Background: an optimization exercise with open tools, aiming at small area and a short achievable clock period. Do not read the settings as production practice. No run shown here included a check of the RTL's function; only the layout flow was run.

## flow/design.v (module list and top-level ports; edited modules follow where they fit)
// module FA: 10 lines
// module conv2d: 3312 lines
module conv2d #(  parameter DATA_WIDTH = 8,  parameter KERNEL_WIDTH = 8,  parameter IMG_WIDTH = 32,  parameter OUT_WIDTH = 21) (
    input  wire                    CLK,
    input  wire                    RST,
    input  wire                    data_valid_in,
    input  wire [DATA_WIDTH-1:0]   data_in,
    input  wire                    load_kernel,
    input  wire [KERNEL_WIDTH-1:0] kernel,
    output wire [OUT_WIDTH-1:0]    data_out,
    output wire                    valid_out,
    output reg                     load_kernel_done);
  // ...
==> flow/flow/run.sh <==
#!/bin/bash
set -euo pipefail
W=$(pwd)
sed '1s/.*/proc synth {args} { yosys synth -nofsm -noshare -noabc {*}$args }/' \
    synth_recipe.tcl > own_synth.tcl
MARGIN=$(cat flow/margin.txt 2>/dev/null || echo 0)
bash standard.sh SYNTH_SCRIPT="$W/own_synth.tcl" SETUP_SLACK_MARGIN="$MARGIN" finish \
    > own_flow.log 2>&1
==> flow/standard.sh <==
#!/bin/bash
# synth_recipe.tcl (not shown) runs the flow's synth.tcl, then flattens the netlist and writes it again
# the make line also repeats each setting of config.mk as NAME=value (left out here)
make -C /OpenROAD-flow-scripts/flow DESIGN_CONFIG=/design/flow/config.mk WORK_HOME=/design/flow/orfs CLKGATE_MAP_FILE= SYNTH_SCRIPT=/design/flow/synth_recipe.tcl "${@:-finish}"
==> flow/config.mk <==
export PLATFORM = sky130hd
export DESIGN_NAME = conv2d
export DESIGN_NICKNAME = conv2d
export VERILOG_FILES = /design/flow/design.v
export SDC_FILE = /design/flow/constraint.sdc
export NUM_CORES = 4
export LEC_CHECK = 0
export CAP_MARGIN = 20
export CORE_MARGIN = 2
export CORE_UTILIZATION = 40
export SLEW_MARGIN = 20
==> flow/constraint.sdc <==
create_clock -name core_clock -period 35.0 [get_ports {CLK}]
set_input_delay 7.0000 -clock core_clock [delete_from_list [all_inputs] [get_ports {CLK}]]
set_output_delay 7.0000 -clock core_clock [all_outputs]
set_load 0.01 [all_outputs]
==> out/metrics.csv, run 1 <==
stage,metric,value,unit
outcome,status,finished clean,
critical_path,critical path startpoint,data_valid_in,
sta,clk_skew,0.0374,ns
global_routing,initial antenna violation count,8,
worst_hold_path,hold path start,pv[474],
floorplan,core area,198000,um^2
placement,Placed Area,82200,um^2
finish,Finished Core Util,43.7,%
sta,max_slew headroom,29.0,%
yosys,Netlist cell types,60,
sta,final setup vio count,0,
critical_path,RR Endpoint,acc[15],
sta,max-slew violations,0,
placement,Inst Count DP,7464,
finish,max reg flops,1056,
yosys,compound-gate portion of the synthesized area,0.928,%
clocking,CTS tree,built,
drt,TritonRoute pass-1 iters,7,
finish,final cell count without fillers,7702,
finish,clock network area share,4.97,%
global_routing,routing usage on met3,7.89,%
clocking,CTS buffer count,133,
critical_path,critical path class,in -> out,
floorplan,Die ar.,203000,um^2
clocking,CTS-repair resized insts,0,
clocking,"Clk Latency, worst-skew pair",0.81,ns
global_routing,global-route wire length before repair,348000,um
drt,met3 wire length,27400,um
finish,diode count,5,
drt,ANT nets after route,0,
yosys,top post-synthesis cells by area,"edfxtp_1, fa_1, nor2_1, clkbuf_1, ha_1",
floorplan,Cell Rows,163,
sta,total negative slack,0,ns
finish,fillcell total,17500,
placement,I/O Buffers,42,
yosys,largest family of logic cells by synthesized area,adder cells,
==> inputs of run 2 (changes only) <==
==> flow/flow/margin.txt (new file) <==
20.6
--- a/flow/config.mk
+++ b/flow/config.mk
@@ -9,3 +9,4 @@
 export CORE_MARGIN = 2
 export CORE_UTILIZATION = 40
+export CTS_BUF_LIST = sky130_fd_sc_hd__clkbuf_8
 export SLEW_MARGIN = 20
==> run 2 against run 1 <==
Compared with the run above: maximum frequency rose by 7.3%; sequential share of layout area rose by 0.14 points; non-clock buffer count rose by 4; sequential cell count did not move; synthesized cell count did not move; utilization fell by 0.14 points; setup slack improved by 1.0 ns.
==> out/metrics.csv, run 2 <==
stage,metric,value,unit,change
outcome,status,finished clean,,unchanged
finish,fraction of layout cells with a size suffix above 1,5.86,%,was 4.47%
critical_path,Crit Path Max Fanout,4,,was 118
clocking,Root Buffer,clkbuf_8,,was clkbuf_16
yosys,Synth Register Bits,1292,,unchanged
worst_hold_path,hold path start,pv[499],,was pv[474]
yosys,Post-synth top cells,"nor2_1, fa_1, edfxtp_1",,unchanged
clocking,Clock Path Buffers,3,,unchanged
floorplan,width of the chip,451,um,unchanged
critical_path,CP Capture Type,primary output,,unchanged
yosys,Main synth FF type,edfxtp_1,,unchanged
floorplan,Cell Rows,163,,unchanged
yosys,syn_nets,6807,,unchanged
yosys,Netlist cell types,60,,unchanged
placement,pre-CTS setup slack,19.56,ns,unchanged
finish,"most common cell after layout, fill and taps aside",nor2_1,,unchanged
sta,final setup vio count,0,,unchanged
sta,max_slew headroom,30.3,%,was 29.0%
finish,Final #Nets,6673,,was 6601
finish,biggest regs,"pv x1056, kr x200, acc x21",,unchanged
critical_path,reg-to-reg startpoint,pv[3],,unchanged
clocking,"CTS clk-pin slew, worst paths",0.06,ns,about the same
yosys,mapped cell area,79800,um^2,unchanged
floorplan,io pins,43,,unchanged
yosys,post-synth top area cell,edfxtp_1,,unchanged
sta,max-slew violations,0,,unchanged
critical_path,critical path startpoint,data_valid_in,,unchanged
floorplan,Initial Util,40.3,%,unchanged
sta,fmax,0.0696,GHz,was 0.0649 GHz
critical_path,CP bufs+invs,2,,unchanged
yosys,post-synth top area share,48.0,%,unchanged
sta,Tcrit/Tclk final,41.0,%,was 44.0%
yosys,Mapped Cells,5165,,unchanged
sta,clk_skew,0.0727,ns,was 0.0374 ns
clocking,"Clk Latency, worst-skew pair",0.99,ns,was 0.81 ns
drt,Vias/cell,5.54,,was 5.58
sta,Slew @ Worst Pin,1.05,ns,was 1.07 ns
global_routing,global-route wire length before repair,351000,um,was 348000 um
yosys,top post-synthesis cells by area,"edfxtp_1, fa_1, nor2_1, clkbuf_1, ha_1",,unchanged
clocking,CTS buffer count,201,,was 133
critical_path,crit start category,input port,,unchanged
finish,highest-count cells in the layout ignoring fill and taps,"nor2_1, fa_1, edfxtp_1, clkbuf_8, inv_1",,"was nor2_1, fa_1, edfxtp_1, clkbuf_16, ha_1"
yosys,Post-synth ARST share,1.16,%,unchanged
sta,Fin. Hold Viols,0,,unchanged
finish,register with the most flip-flops,pv,,unchanged
sta,RSZ-0062 raised after global routing,no,,unchanged
critical_path,"slowest stage cell, crit path",and2_4,,was clkdlybuf4s50_1
finish,Finished Core Util,43.6,%,was 43.7%
floorplan,Die Y,451,um,unchanged
drt,DR DRC count,0,,unchanged
floorplan,Die ar.,203000,um^2,unchanged
global_routing,GRT overflow,0,,unchanged
yosys,Post-synth EDFFs,1277,,unchanged
floorplan,core area,198000,um^2,unchanged
drt,Starting DRT DRC Count,6326,,was 6004
placement,I/O Buffers,42,,unchanged
critical_path,"CP delay by family, top",buffers and inverters,,unchanged
yosys,sequential area share after synthesis,48.5,%,unchanged
drt,vias post-DR,43400,,was 43000
drt,ANT nets after route,0,,unchanged
clocking,CTS H-tree lvls,4,,unchanged
critical_path,required time worst endpoint,28.00,ns,about the same
drt,total wire length,248000,um,was 245000 um
yosys,Syn Area/Cell,15.5,um^2,unchanged
yosys,most frequent cell after synthesis,nor2_1,,unchanged
clocking,CTS tree,built,,unchanged
finish,P&R area growth vs syn,8.02,%,was 8.36%
drt,TritonRoute pass-1 iters,6,,was 7
critical_path,critical path class,in -> out,,unchanged
worst_hold_path,Hold WC Path Type,reg -> reg,,unchanged
sta,crit path time final,14.37,ns,was 15.41 ns
critical_path,CP Data Arrival Time,7.37,ns,was 8.41 ns
global_routing,vias in the first global route,46100,,was 45400
sta,hold slack,0.347,ns,was 0.398 ns
critical_path,CP max stage delay,0.15,ns,was 0.54 ns
finish,max reg flops,1056,,unchanged
sta,worst setup margin,20.63,ns,was 19.59 ns
drt,DR WL/cell,31.6,um,was 31.9 um
flow_run,total of max-cap violations,0,,unchanged
global_routing,GRT Total Usage,24.7,%,was 24.5%
global_routing,initial antenna violation count,16,,was 8
placement,HPWL after DPL,193000,um,unchanged
clocking,CTS Sinks,1292,,unchanged
sta,total negative slack,0,ns,unchanged
yosys,Synthesis Warnings,1,,unchanged
critical_path,"Cell Chain, Critical Path",buf_16 -> and2_4 -> buf_6,,was buf_8 -> and2_1 -> clkdlybuf4s50_1
placement,routability cong.,1.03,,unchanged
global_routing,largest net degree at the start of global routing,93,,was 119
==> run 2: area by class of cell <==
class,instances,area (um^2)
Fill cell,17500,112000
Multi-Input combinational cell,3446,39500
Sequential cell,1292,38700
Tap cell,2640,3300
Clock buffer,203,2790
Clock inverter,153,1100
Timing Repair Buffer,64,691
Inverter,26,97.6
Antenna cell,6,15.0
==> run 2: metal layers <==
metal / vias up / wire length (um) / share of wire, % / track usage, %
met3: 510 / 29200 / 12 / 8.34
li1: 16500 / - / - / -
met2: 2612 / 105000 / 42 / 34.4
met4: 20 / 11900 / 4.8 / 10.1
met5: - / 283 / 0.11 / 0
met1: 23700 / 101000 / 41 / 35.5
==> run 2: repair_timing <==
action / in CTS / in global routing
endpoints found under the setup margin: 1 / 0
setup buffers: 1 / 0
hold buffers: 0 / 0
resized for setup: 8 / 0
hold endpoints to repair: 0 / 0
==> run 2: worst paths after layout <==
check	endpoint	depth (start not counted)	slack (ns)
setup reg to reg	acc[15]	19	25.56
min in group asynchronous	counter_load[3]	1	6.47
hold reg to reg	pv[507]	0	0.35
hold / removal	pv[507]	0	0.35
max in group asynchronous	cnt[5]	1	28.06
setup / recovery	valid_out	3	20.63
==> run 2: metrics by stage <==
step	cell area [um^2]	std cells
final	86200	7830
after global routing	86200	7827
after CTS	86200	7824
after detailed placement	82200	7464
after global placement	82200	7464
after floorplan	79800	5165
==> run 2: cell families after synthesis <==
kind of cell | share of synthesized area, %
AO/OA/AOI/OAI | 0.928
XOR/XNOR | 0.483
adder cells (fa/ha/maj) | 40.0
buffers and inverters | 2.02
flip-flops | 48.5
multiplexers | 0.0188
AND/OR/NAND/NOR | 8.06

-- afterwards: timing with drivers on the ports --
The flow's constraints put no driver on any port. The routed layouts listed below were extracted and timed again, unchanged, in two steps. Step 1 sets driving cells, clkbuf_16 on the clock port and buf_2 on the other inputs (assumed; they add their load-dependent delay and slew). Step 2 also shifts input and output timing later by t, the mid clock arrival at the registers, as if the neighbouring blocks saw the same clock. Three values: ideal, step 1, step 2; two values: the first two.
run	shift t [ns]	slack for setup (ns)	latest minus earliest clock arrival (ns)	worst register clock-pin slew, ns	pins driven straight from the clock port
run 1	0.879	19.588 / 19.542 / 19.542	0.041 / 0.041	0.08 / 0.08	1
run 2	1.034	20.634 / 20.471 / 20.471	0.084 / 0.084	0.10 / 0.10	1
After both steps every run listed still meets setup and hold. The setup slack of run 2, which loses most, moves by -0.163 ns with the drivers and by -0.163 ns with both steps.
